This is an optimization exercise on Yosys and OpenROAD, whose aim is small area, not a production implementation.
The RTL was checked by simulation tests, not by an equivalence proof against the original design.
Power is estimated from default activity; no workload was simulated.

==> flow/design.v (outline; a module is shown in full before it is edited, if it fits) <==
// module playrec: 726 lines
// module fa_cell: 3 lines
// module sel_dec: 7 lines
// module ha_cell: 3 lines
module playrec(
	input			CLOCK_50, reset,
	output reg	[21:0]	ram_addr,
	output	[15:0]	ram_data_in,
	output			ram_read, ram_write,
	input	[15:0]	ram_data_out,
	input			ram_valid, ram_waitrq,
	output	[15:0]	audio_out,
	input	[15:0]	audio_in,
	input			audio_out_allowed, audio_in_available,
	output			write_audio_out, read_audio_in,
	input			play, record, pause,
	input	[1:0]	speed,
	input [2:0] sel
);
  // ...
==> flow/run.sh <==
#!/bin/bash
# synth_recipe.tcl (not shown) runs the flow's synth.tcl, then flattens the netlist and writes it again
# the make line also repeats each setting of config.mk as NAME=value (left out here)
make -C /OpenROAD-flow-scripts/flow DESIGN_CONFIG=/design/flow/config.mk WORK_HOME=/design/flow/orfs CLKGATE_MAP_FILE= SYNTH_SCRIPT=/design/flow/synth_recipe.tcl finish
==> flow/config.mk <==
export PLATFORM = sky130hd
export DESIGN_NAME = playrec
export DESIGN_NICKNAME = playrec
export VERILOG_FILES = /design/flow/design.v
export SDC_FILE = /design/flow/constraint.sdc
export NUM_CORES = 4
export LEC_CHECK = 0
export CAP_MARGIN = 20
export CORE_MARGIN = 2
export CORE_UTILIZATION = 40
export SETUP_SLACK_MARGIN = 0.2
export SLEW_MARGIN = 20
export SYNTH_HIERARCHICAL = 1
export SYNTH_MINIMUM_KEEP_SIZE = 0
==> flow/constraint.sdc <==
create_clock -name core_clock -period 10.0 [get_ports {CLOCK_50}]
set_input_delay 2.0000 -clock core_clock [delete_from_list [all_inputs] [get_ports {CLOCK_50}]]
set_output_delay 2.0000 -clock core_clock [all_outputs]
set_load 0.01 [all_outputs]
==> flow_summary.json, run 1 <==
{
  "core.rowCount": 65,
  "powerDensity_nw_per_um2": 377,
  "final_hold_viol_count": 0,
  "drt-met1-wl_um": 18800,
  "vias": 11000,
  "dp_hpwl_um": 35400,
  "netlist_area_sq_um": 12900,
  "drt_iter0_drc": 1184,
  "initial_core_util": 0.408,
  "detail_route.first_pass.iterations": 6,
  "ioPinCount": 104,
  "via_per_inst": 5.80,
  "final_layout_size_suffix_gt1_frac": 0.271,
  "comb-power_uw": 4970,
  "grt_overflow": 0,
  "synth_cells": 1248,
  "min_path_type": "reg2reg",
  "cp_slowest_stage_delay_ns": 0.61,
  "route.antenna.remaining_nets": 0,
  "dieArea_sq_um": 33700,
  "yosysWarnings": 7,
  "cts_hold_buffers": 0,
  "min-delay-start": "x5[0]$_DFF_P_",
  "cts_resized": 134,
  "crit_end": "ram_data_in[14]",
  "highest_layer": "met5",
  "p_switching_uw": 2630,
  "grt_pass1_wl_um": 66900,
  "crit_arrival_ns": 7.79,
  "clk_pin_slew_worst_paths_ns": 0.07,
  "status": "complete, no violations",
  "ir_drop_mv": 0.705
}
==> inputs of run 2 (changes only) <==
--- a/flow/config.mk
+++ b/flow/config.mk
@@ -8,6 +8,7 @@
 export CAP_MARGIN = 20
 export CORE_MARGIN = 2
 export CORE_UTILIZATION = 40
+export GPL_TIMING_DRIVEN = 0
 export SETUP_SLACK_MARGIN = 0.2
 export SLEW_MARGIN = 20
 export SYNTH_HIERARCHICAL = 1
==> flow_summary.json, run 2 <==
{
  "status": "complete, no violations",
  "finalNetCount": 1743,
  "instances_no_fill": 1803,
  "syn_area_per_cell_sq_um": 10.3,
  "placed_area_sq_um": 14300,
  "grt_antenna_before_repair": 0,
  "drv_slew": 0,
  "yosysWarnings": 7,
  "slew_headroom": 0.350,
  "synthesis.nets": 1603,
  "ir_drop_mv": 0.759,
  "grt_max_degree": 17,
  "skew_ns": 0.0133,
  "p_total_uw": 6040,
  "area_growth_pct": 24.9,
  "period_minus_slack_ns": 9.83,
  "cts-htree-levels": 4,
  "cpLargestDelayFamily": "adder cells",
  "crit_required_ns": 8.00,
  "gp_congestion": 0.965,
  "timing.final.crit_share": 0.983,
  "cp_slowest_stage_delay_ns": 0.55,
  "startpoint_type": "flip-flop",
  "grt_pass1_wl_um": 72300,
  "wl_per_cell_um": 27.6,
  "cts_tree": "done",
  "worstMarginPinSlew_ns": 0.974,
  "worst-path-stages": 28,
  "min-delay-start": "x2[11]$_DFF_P_",
  "grt_usage": 0.298,
  "max_freq_ghz": 0.102,
  "die_y_um": 184,
  "cts_hold_buffers": 0,
  "via_per_inst": 6.09,
  "whs_ns": 0.356,
  "powerDensity_nw_per_um2": 375,
  "worstRegToRegCells": 27,
  "synth_cells": 1248,
  "n_antenna_cell": 0,
  "dpl.cell_count": 1738,
  "clock_sinks": 153,
  "initial_core_util": 0.408,
  "final_common_cell": "fa_1",
  "dp_hpwl_um": 37200,
  "cts_root_buffer": "clkbuf_16",
  "port_buffers": 87,
  "worstHoldPathCells": 0,
  "r2r_start": "streg[1]$_SDFF_PP1_",
  "critPathMaxFanout": 4,
  "largest_reg_flops": 22,
  "regMostFlops": "ram_addr",
  "detail_route.first_pass.iterations": 7,
  "drv_cap": 0,
  "final_hold_viol_count": 0,
  "grt_overflow": 0,
  "drt_iter0_drc": 1329,
  "cp_common_cell": "fa_2",
  "final_layout_size_suffix_gt1_frac": 0.213,
  "grt_pass1_vias": 11300,
  "power_leakage_uw": 0.00709,
  "rsz0062_at_grt": "true",
  "netlist_area_sq_um": 12900,
  "crit_arrival_ns": 7.83,
  "endpoint_kind": "output pin",
  "die_w_um": 184,
  "fp.coreArea_sq_um": 31600,
  "ioPinCount": 104,
  "routed_wl_um": 49700,
  "design_area_sq_um": 16100,
  "crit_type": "reg2out",
  "vias": 11000,
  "route.antenna.remaining_nets": 0,
  "clk_pin_slew_worst_paths_ns": 0.07,
  "finalSetupViolCount": 0,
  "dieArea_sq_um": 33700,
  "crit_start": "x7[0]$_DFF_P_",
  "core.rowCount": 65,
  "most-common-layout-cells": "fa_1 (150), dfxtp_1 (148), ha_1 (108)",
  "path_buf_inv": 1,
  "cts_buffers": 17,
  "drc_errors": 0,
  "clk_latency_ns": 0.45,
  "slowest_stage": "fa_2",
  "cts_buffer_depth": 2,
  "min_path_type": "reg2reg"
}
==> run 2: layout make-up <==
type	instances	area (sq um)
Multi-Input combinational cell	964	10100
Buffer	59	432
Fill cell	2869	15500
Clock inverter	12	164
Timing Repair Buffer	124	1140
Sequential cell	153	3070
Clock buffer	20	447
Tap cell	402	503
Inverter	69	277
==> run 2: layer usage <==
| layer | global-route usage | wire length (um) |
|---|---|---|
| met4 | 0.150 | 2640 |
| met2 | 0.449 | 21600 |
| met3 | 0.0721 | 5520 |
| met1 | 0.401 | 20000 |
| met5 | 0 | 0 |
==> run 2: metrics by stage <==
stage,TNS (ns),utilization,setup WS (ns)
after CTS,0,0.494,0.0554
after global routing,-0.0893,0.510,-0.0893
after detailed placement,-25.36,0.452,-2.07
final,0,0.510,0.169
after global placement,-27.49,0.451,-2.43
after floorplan,0,-,0.801
==> run 2: power by group <==
group          leakage [uW]  total [uW]  internal (uW)  switching (uW)
clock network      0.000285         681            403             278
logic               0.00552        4680           2340            2340
registers           0.00128         676            640            36.9
total               0.00709        6040           3390            2660
==> run 2: final timing paths <==
kind | endpoint | slack [ns]
worst max-delay path | ram_data_in[15] | 0.17
worst min-delay path | x3[11]$_DFF_P_ | 0.36
worst max register to register | ram_addr[21]$_SDFF_PP0_ | 4.66
worst min register to register | x3[11]$_DFF_P_ | 0.36
==> run 2: what timing repair did <==
action / 4_1_cts / 5_1_grt
endpoints found under the setup margin: 16 / 15
pin swaps: 54 / 66
setup buffers: 25 / 11
gates resized for setup: 207 / 113

[what the ideal ports hide]
The flow's constraints put no driver on any port. The routed layouts listed below were extracted and timed again, unchanged, in two steps. Step 1 (the two cells are an assumption about what drives the block):
set clk [get_ports {CLOCK_50}]
set_driving_cell -lib_cell sky130_fd_sc_hd__clkbuf_16 $clk
set_driving_cell -lib_cell sky130_fd_sc_hd__buf_2 [delete_from_list [all_inputs] $clk]
Step 2 moves the port delays by t, midway between the first and last clock arrival at a register: inputs arrive t later, outputs are due t later. That takes back most of the time a late clock gives input paths. Slacks: no drivers / after step 1 / after step 2; pairs: no drivers / after step 1.
run	shift t [ns]	setup WS [ns]	pins driven straight from the clock port
run 1	0.476	0.210 / 0.165 / 0.392	1
run 2	0.488	0.169 / 0.119 / 0.202	1
After both steps every run listed still meets setup and hold.
